What follows belongs to an exercise in optimizing a design on an open flow for small area, a short achievable clock period and few clock cycles per item; a production flow would make more cautious choices. At most, simulation tests tie the RTL to the original design; equivalence was not proved. Power figures rest on the tool's default switching activity, not on a simulated workload.

==> umber: inputs <==
## FP16_div
module FP16_div(
    input [15:0]data_dividend,
    input [15:0]data_divisor,
    input input_valid,
    input clk,
    input rst,
    output [15:0]data_q,
    output reg output_update,
    output reg idle
    );
    reg found;               
    reg st;                  
    reg qr1, qr2;            
    reg s;                   
    reg rnd;                 
    reg [12:0] X;            
    reg [10:0] D;            
    reg [6:0] E;             
    reg [9:0] M;             
    wire busy = ~idle;
    wire load = input_valid & idle;
    wire [4:0] ea = data_dividend[14:10];
    wire [4:0] eb = data_divisor[14:10];
    wire ea_nz = |ea;
    wire eb_nz = |eb;
    wire [12:0] X_in = {2'b00, ea_nz, data_dividend[9:0]};
    wire [10:0] D_in = {eb_nz, data_divisor[9:0]};
    wire [6:0] E_in = {2'b00, ea} + {2'b00, ~eb} + {6'd0, ~ea_nz} + {6'd0, eb_nz} + 7'b1101111;    
    wire sub = ~X[12];
    wire [11:0] Dm = {1'b0, D} ^ {12{sub}};                    
    wire [11:0] X2 = {X[10:0], 1'b0};
    wire [11:0] Dd = {1'b0, D};
    wire [11:0] D2 = {D, 1'b0};
    wire [11:0] K = Dd ^ D2;
    wire [11:0] Pp = sub ? ~(Dd & D2) : (Dd | D2);
    wire [11:0] Gg = sub ? ~(Dd | D2) : (Dd & D2);
    wire [11:0] cs_s = X2 ^ K;
    wire [11:0] cs_c = (X2 & Pp) | Gg;
    wire [11:0] T1 = X[11:0] + Dm + {11'd0, sub};              
    wire [11:0] A = {X[10:0], 1'b0} + Dm + {11'd0, sub};       
    wire [11:0] B = cs_s + {cs_c[10:0], 1'b0} + {10'd0, sub, 1'b0};   
    wire q1 = ~T1[11];
    wire [11:0] T2 = (q1 == sub) ? B : A;
    wire q2 = ~T2[11];
    wire Dz = ~|D;
  ...
==> module FP16_div, before the edit <==
module FP16_div(
    input [15:0]data_dividend,
    input [15:0]data_divisor,
    input input_valid,
    input clk,
    input rst,
    output [15:0]data_q,
    output reg output_update,
    output reg idle
    );
    reg found;               
    reg st;                  
    reg qr1, qr2;            
    reg s;                   
    reg rnd;                 
    reg [12:0] X;            
    reg [10:0] D;            
    reg [6:0] E;             
    reg [9:0] M;             
    wire busy = ~idle;
    wire load = input_valid & idle;
    wire [4:0] ea = data_dividend[14:10];
    wire [4:0] eb = data_divisor[14:10];
    wire ea_nz = |ea;
    wire eb_nz = |eb;
    wire [12:0] X_in = {2'b00, ea_nz, data_dividend[9:0]};
    wire [10:0] D_in = {eb_nz, data_divisor[9:0]};
    wire [6:0] E_in = {2'b00, ea} + {2'b00, ~eb} + {6'd0, ~ea_nz} + {6'd0, eb_nz} + 7'b1101111;    
    wire sub = ~X[12];
    wire [11:0] Dm = {1'b0, D} ^ {12{sub}};                    
    wire [11:0] X2 = {X[10:0], 1'b0};
    wire [11:0] Dd = {1'b0, D};
    wire [11:0] D2 = {D, 1'b0};
    wire [11:0] K = Dd ^ D2;
    wire [11:0] Pp = sub ? ~(Dd & D2) : (Dd | D2);
    wire [11:0] Gg = sub ? ~(Dd | D2) : (Dd & D2);
    wire [11:0] cs_s = X2 ^ K;
    wire [11:0] cs_c = (X2 & Pp) | Gg;
    wire [11:0] T1 = X[11:0] + Dm + {11'd0, sub};              
    wire [11:0] A = {X[10:0], 1'b0} + Dm + {11'd0, sub};       
    wire [11:0] B = cs_s + {cs_c[10:0], 1'b0} + {10'd0, sub, 1'b0};   
    wire q1 = ~T1[11];
    wire [11:0] T2 = (q1 == sub) ? B : A;
    wire q2 = ~T2[11];
    wire Dz = ~|D;
    wire dn = ~D[10];
    wire signed [6:0] Es = E;
    wire e_ovf = Es >= 32;
    wire e31 = E == 7'd31;
    wire e_zero = Es <= -11;
    wire e_m10 = Es == -10;
    wire e_m9 = Es == -9;
    wire e_den = (Es >= -8) & (Es <= 0);
    wire e1 = E == 7'd1;
    wire e2 = E == 7'd2;
    wire [3:0] mk = 4'd2 - E[3:0];                    
    wire [10:0] marker = 11'd1 << mk;
    wire [6:0] Eadj = E + (dn ? 7'd1 : {6'b111111, qr2});
    reg f2;
    reg [6:0] E2;
    reg [10:0] M2;
    always @(*) begin
        f2 = 1'b1;
        E2 = E;
        M2 = {M[8:0], qr1, qr2};
        if (~found) begin
            if (e_den) begin
                E2 = 7'd0;
                M2 = marker | {9'd0, qr1, qr2};
            end else if (e1) begin
                E2 = {6'd0, qr1};
                M2 = {9'd0, 1'b1, qr2};
            end else if (e2) begin
                E2 = qr1 ? 7'd2 : {6'd0, qr2};
                M2 = {9'd0, qr1, qr1 ? qr2 : 1'b1};
            end else if (qr1) begin
                M2 = {9'd0, 1'b1, qr2};
            end else if (qr2) begin
                E2 = Eadj;
                M2 = 11'd1;
            end else begin
                E2 = Eadj;
                M2 = 11'd0;
                f2 = 1'b0;
            end
        end
    end
    wire ovf = Dz | (~dn & (st ? (~found & e31 & qr1) : e_ovf));
    wire zero = ~dn & ~st & e_zero;
    wire fin_b = ~dn & (st ? M2[10] : e_m10);         
    wire fin_a = ~dn & (st ? (M2[9] & ~M2[10]) : e_m9);          
    wire done = ovf | zero | fin_a | fin_b;
    always @(posedge clk) begin
        if (rst) begin
            idle <= 1'b1;
            output_update <= 1'b0;
        end else if (load) begin
            idle <= 1'b0;
            output_update <= 1'b0;
        end else begin
            idle <= idle | done;
            output_update <= busy & done;
        end
    end
    always @(posedge clk) begin
        if (load) begin
            X <= X_in;
            D <= D_in;
            st <= 1'b0;
        end else if (dn) begin
            D <= {D[9:0], 1'b0};
        end else begin
            X <= {T2, 1'b0};
            st <= 1'b1;
        end
        qr1 <= q1;
        qr2 <= q2;
        rnd <= (fin_b & q1) | (fin_a & q2);
    end
    always @(posedge clk) begin
        if (load) begin
            s <= data_dividend[15] ^ data_divisor[15];
            E <= E_in;
            M <= 10'd0;
            found <= 1'b0;
        end else if (ovf) begin
            E <= 7'd30;
            M <= 10'h3ff;
        end else if (dn) begin
            E <= Eadj;
        end else if (~st) begin
            if (zero | fin_a | fin_b) begin
                E <= 7'd0;
                M <= {9'd0, fin_a & q1};
            end
        end else begin
            E <= E2;
            found <= f2;
            M <= fin_a ? {M2[8:0], q1} : M2[9:0];
        end
    end
    wire [14:0] EM = {E[4:0], M};
    wire sat = EM == 15'h7bff;
    wire [14:0] V = EM + {14'd0, rnd & ~sat};
    wire rzero = ~|{EM, rnd};
    assign data_q = {s & ~rzero, V};
endmodule
==> flow/config.mk <==
export PLATFORM = sky130hd
export DESIGN_NAME = FP16_div
export DESIGN_NICKNAME = FP16_div
export VERILOG_FILES = /design/flow/design.v
export SDC_FILE = /design/flow/constraint.sdc
export NUM_CORES = 4
export LEC_CHECK = 0
export CAP_MARGIN = 20
export CORE_MARGIN = 2
export CORE_UTILIZATION = 40
export SETUP_SLACK_MARGIN = 1.25
export SLEW_MARGIN = 20
==> flow/constraint.sdc <==
create_clock -name core_clock -period 5.0 [get_ports {clk}]
set_input_delay 1.0000 -clock core_clock [delete_from_list [all_inputs] [get_ports {clk}]]
set_output_delay 1.0000 -clock core_clock [all_outputs]
set_load 0.01 [all_outputs]
standard.sh (not shown) runs the stock make flow with config.mk's settings and CLKGATE_MAP_FILE= SYNTH_SCRIPT=/design/flow/synth_recipe.tcl, a recipe that flattens the netlist after the stock synthesis.
==> flow/flow/run.sh <==
#!/bin/bash
# Standard layout, with the port buffers made from buf_2 cells.
set -euo pipefail
export BUFFER_PORTS_ARGS="-buffer_cell sky130_fd_sc_hd__buf_2"
bash standard.sh > standard.log 2>&1
==> amber (differences from umber) <==
==> flow/design.v (replaced) <==
`timescale 1ns / 1ps
module FP16_div(
    input [15:0]data_dividend,
    input [15:0]data_divisor,
    input input_valid,
    input clk,
    input rst,
    output [15:0]data_q,
    output reg output_update,
    output reg idle
    );
    reg found;               
    reg s;                   
    reg [12:0] X;            
    reg [10:0] D;            
    reg [6:0] F;             
    reg [10:0] M;            
    assign data_q = {s, F[4:0], M[9:0]};
    wire busy = ~idle;
    wire load = input_valid & idle;
    wire [4:0] ea = data_dividend[14:10];
    wire [4:0] eb = data_divisor[14:10];
    wire ea_nz = |ea;
    wire eb_nz = |eb;
    wire [12:0] X_in = ea_nz ? {2'b00, 1'b1, data_dividend[9:0]} : {2'b00, data_dividend[9:0], 1'b0};
    wire [10:0] D_in = eb_nz ? {1'b1, data_divisor[9:0]} : {data_divisor[9:0], 1'b0};
    wire [6:0] F_in = {2'b00, ea} + {2'b00, ~eb} + 7'b1110001;    
    wire sub = ~X[12];
    wire [11:0] T = X[11:0] + ({1'b0, D} ^ {12{sub}}) + {11'd0, sub};
    wire q = ~T[11];
    wire Dz = ~|D;
    wire dn = ~D[10];
    wire last = found & M[10];
    wire f_ovf = ~F[6] & F[5] & (|F[4:0]);                
    wire f_32 = F == 7'd32;                               
    wire f_zero = $signed(F) <= -10;
    wire f_m9 = F == 7'b1110111;                          
    wire f_den = ($signed(F) >= -8) & ($signed(F) <= 1);
    wire f_two = F == 7'd2;
    wire [3:0] mk = 4'd2 - F[3:0];                        
    wire [10:0] marker = (~found & f_den) ? (11'd1 << mk) : 11'd0;
    wire ovf = Dz | (~dn & ~found & (f_ovf | (f_32 & q)));
    wire done = ovf | (~dn & (found ? M[10] : (f_zero | f_m9)));
    wire [6:0] Fpm = F + ((found | dn) ? 7'h01 : 7'h7f);
    wire m_ones = &M[9:0];
    wire sat = m_ones & (F[4:0] == 5'd30);
    wire [9:0] M_inc = M[9:0] + 10'd1;
    wire em_zero = ~|{F[4:0], M[9:0]};
    always @(posedge clk) begin
        if (rst) begin
            idle <= 1'b1;
            output_update <= 1'b0;
        end else if (load) begin
            idle <= 1'b0;
            output_update <= 1'b0;
        end else begin
            idle <= idle | done;
            output_update <= busy & done;
        end
    end
    always @(posedge clk) begin
        if (load) begin
            s <= data_dividend[15] ^ data_divisor[15];
            X <= X_in;
            D <= D_in;
            F <= F_in;
            M <= 11'd0;
            found <= 1'b0;
        end else if (ovf) begin
            F <= 7'd30;
            M <= 11'h3ff;
        end else if (dn) begin
            D <= {D[9:0], 1'b0};
            F <= Fpm;
        end else begin
            X <= {T, 1'b0};
            if (found) begin
                if (M[10]) begin
                    if (q & ~sat) begin
                        M[9:0] <= M_inc;
                        if (m_ones) F <= Fpm;
                    end
                    if (em_zero & ~q) s <= 1'b0;
                end else begin
                    M <= {M[9:0], q};
                end
            end else begin
                M <= {10'd0, (q | f_two) & ~f_zero} | marker;
                found <= q | f_two | f_den | f_zero | f_m9;      
                if (f_zero) s <= 1'b0;
                if (f_m9) s <= s & q;
                if (f_zero | f_m9 | f_den) F <= 7'd0;
                else if (f_two) F <= {6'd0, q};
                else F <= Fpm;
            end
        end
    end
endmodule
==> flow/run.sh (new file) <==
#!/bin/bash
# synth_recipe.tcl (not shown) runs the flow's synth.tcl, then flattens the netlist and writes it again
# the make line also repeats each setting of config.mk as NAME=value (left out here)
make -C /OpenROAD-flow-scripts/flow DESIGN_CONFIG=/design/flow/config.mk WORK_HOME=/design/flow/orfs CLKGATE_MAP_FILE= SYNTH_SCRIPT=/design/flow/synth_recipe.tcl finish
Settings changed: SETUP_SLACK_MARGIN 1.25 to 1.5.
removed: flow/flow/run.sh
removed: flow/standard.sh
==> garnet (differences from umber) <==
==> flow/design.v (replaced) <==
`timescale 1ns / 1ps
module FP16_div(
    input [15:0]data_dividend,
    input [15:0]data_divisor,
    input input_valid,
    input clk,
    input rst,
    output [15:0]data_q,
    output reg output_update,
    output reg idle
    );
    reg found;               
    reg st;                  
    reg qr1, qr2;            
    reg s;                   
    reg rnd;                 
    reg [11:0] X;            
    reg [10:0] D;            
    reg [6:0] E;             
    reg [9:0] M;             
    wire busy = ~idle;
    wire load = input_valid & idle;
    wire [4:0] ea = data_dividend[14:10];
    wire [4:0] eb = data_divisor[14:10];
    wire ea_nz = |ea;
    wire eb_nz = |eb;
    wire [11:0] X_in = {1'b0, ea_nz, data_dividend[9:0]};
    wire [10:0] D_in = {eb_nz, data_divisor[9:0]};
    wire [4:0] ex = {ea[4:1], ea[0] | ~ea_nz};
    wire [4:0] ed = {eb[4:1], eb[0] | ~eb_nz};
    wire [6:0] E_in = {2'b00, ex} + {2'b00, ~ed} + 7'b1110000;    
    wire [11:0] nD = ~{1'b0, D};
    wire [11:0] X2 = {X[10:0], 1'b0};
    wire [11:0] A = X[11:0] + nD + 12'd1;                      
    wire [11:0] B = X2 + nD + 12'd1;                           
    wire [11:0] D2 = {D, 1'b0};
    wire [11:0] Dd = {1'b0, D};
    wire [11:0] X2c = {X[10:0], 1'b1};
    wire [11:0] cs_s = X2c ^ Dd ^ D2;
    wire [11:0] cs_c = (X2c & ~(Dd & D2)) | ~(Dd | D2);
    wire [11:0] C = cs_s + {cs_c[10:0], 1'b0} + 12'd1;         
    wire q1 = ~A[11];
    wire q2 = q1 ? ~C[11] : ~B[11];
    wire [10:0] P_hi = C[11] ? {A[9:0], 1'b0} : C[10:0];      
    wire [10:0] P_lo = B[11] ? {X[9:0], 1'b0} : B[10:0];      
    wire [10:0] P = q1 ? P_hi : P_lo;
    wire Dz = ~|D;
    wire dn = ~D[10];
    wire signed [6:0] Es = E;
    wire e_ovf = Es >= 32;
    wire e31 = E == 7'd31;
    wire e_zero = Es <= -11;
    wire e_m10 = Es == -10;
    wire e_m9 = Es == -9;
    wire e_den = (Es >= -8) & (Es <= 1);
    wire e1 = E == 7'd1;
    wire e_m8 = Es == -8;
    wire e_m7 = Es == -7;
    wire [3:0] mk = 4'd2 - E[3:0];                    
    wire [10:0] marker = 11'd1 << mk;
    wire [6:0] Eadj = E + (dn ? 7'd1 : {6'b111111, qr2});
    reg f2;
    reg [6:0] E2;
    reg [10:0] M2;
    always @(*) begin
        f2 = 1'b1;
        E2 = E;
        M2 = {M[8:0], qr1, qr2};
        if (~found) begin
            if (e_den) begin
                E2 = {6'd0, e1 & qr1};
                M2 = marker | {9'd0, qr1, qr2};
            end else if (qr1) begin
                M2 = {9'd0, 1'b1, qr2};
            end else if (qr2) begin
                E2 = Eadj;
                M2 = 11'd1;
            end else begin
                E2 = Eadj;
                M2 = 11'd0;
                f2 = 1'b0;
            end
        end
    end
    wire ovf = Dz | (~dn & (st ? (~found & e31 & qr1) : e_ovf));
    wire zero = ~dn & ~st & e_zero;
    wire fin_b = ~dn & (st ? (found ? M[8] : e_m8) : e_m10);               
    wire fin_a = ~dn & (st ? (found ? (M[7] & ~M[8]) : e_m7) : e_m9);     
    wire done = ovf | zero | fin_a | fin_b;
    always @(posedge clk) begin
        if (rst) begin
            idle <= 1'b1;
            output_update <= 1'b0;
        end else if (load) begin
            idle <= 1'b0;
            output_update <= 1'b0;
        end else begin
            idle <= idle | done;
            output_update <= busy & done;
        end
    end
    always @(posedge clk) begin
        if (load) begin
            X <= X_in;
            D <= D_in;
            st <= 1'b0;
        end else if (dn) begin
            D <= {D[9:0], 1'b0};
        end else begin
            X <= {P, 1'b0};
            st <= 1'b1;
        end
        qr1 <= q1;
        qr2 <= q2;
        rnd <= (fin_b & q1) | (fin_a & q2);
    end
    always @(posedge clk) begin
        if (load) begin
            s <= data_dividend[15] ^ data_divisor[15];
            E <= E_in;
            found <= 1'b0;
        end else if (ovf) begin
            E <= 7'd30;
        end else if (dn) begin
            E <= Eadj;
        end else if (~st) begin
            if (zero | fin_a | fin_b) E <= 7'd0;
        end else begin
            E <= E2;
            found <= f2;
        end
    end
    always @(posedge clk) begin
        if (load)
            M <= 10'd0;
        else if (ovf)
            M <= 10'h3ff;
        else if (dn)
            M <= 10'd0;
        else if (~st)
            M <= {9'd0, fin_a & q1};
        else
            M <= fin_a ? {M2[8:0], q1} : M2[9:0];
    end
    wire [14:0] EM = {E[4:0], M};
    wire sat = EM == 15'h7bff;
    wire [14:0] V = EM + {14'd0, rnd & ~sat};
    wire rzero = ~|{EM, rnd};
    assign data_q = {s & ~rzero, V};
endmodule
==> flow/flow/run.sh (replaced) <==
#!/bin/bash
# Standard layout, with the port buffers made from buf_2 cells.
set -euo pipefail
export BUFFER_PORTS_ARGS="-buffer_cell sky130_fd_sc_hd__buf_2"
export SETUP_MOVE_SEQUENCE="unbuffer,sizeup,swap,buffer"
bash standard.sh > standard.log 2>&1
Settings changed: CTS_BUF_LIST set to sky130_fd_sc_hd__clkbuf_4 sky130_fd_sc_hd__clkbuf_8, SETUP_SLACK_MARGIN 1.25 to 1.65.
==> comparison <==
- Between garnet and umber, the lower cell area is in garnet (gap 5.7%, measured against umber).
- Between umber and amber, the lower total power is in amber (gap about 60%, measured against amber).
- Of amber and garnet, amber has the higher sequential share of layout area (gap 5.3 points).
- Cell count: umber is larger than garnet (8.2%).
- Clock skew: umber < garnet < amber.
- The highest area after synthesis belongs to umber, the lowest to amber.
- Of umber and amber, umber has the higher clock power (gap 30%, measured against amber).
- Of amber and umber, amber has the higher maximum frequency (gap about 12%, measured against umber).
- Between amber and umber, the lower via count is in amber (gap 32%, measured against umber).
- The highest worst setup slack belongs to amber, the lowest to umber.
- Of amber and umber, umber has the higher global-route usage (gap 0.16 points).
Testbench counts of umber, summed over its fixed seeds: cycles 51,570, items 8,000.
Testbench counts of garnet, summed over its fixed seeds: cycles 51,570, items 8,000.
For amber, only the layout was checked, not whether the RTL still works.

[afterwards: timing with drivers on the ports]
No port has a modelled driver above. Below, the same layouts with a new extraction and two added sets of constraints. Step 1: set_driving_cell puts a clkbuf_16 on clk and a buf_2 on each other input, an assumption about the parent block. Step 2 moves the port delays by t, midway between the first and last clock arrival at a register: inputs arrive t later, outputs are due t later. That takes back most of the time a late clock gives input paths. Three values: ideal ports, drivers, drivers and shift; two values: the first two.
run | shift t [ns] | setup WS [ns] | hold slack, ns | worst data-port slew with drivers (ns) | pins driven straight from the clock port
umber | 0.345 | 1.406 / 1.394 / 1.406 | 0.520 / 0.520 / 0.520 | 0.04 | 1
amber | 0.331 | 1.798 / 1.798 / 1.574 | 0.618 / 0.618 / 0.618 | 0.04 | 1
garnet | 0.338 | 1.721 / 1.689 / 1.647 | 0.499 / 0.499 / 0.499 | 0.03 | 1
After both steps every run listed still meets setup and hold. For amber, which loses most, drivers alone change the setup slack by 0.000 ns; drivers and shift together by -0.224 ns.
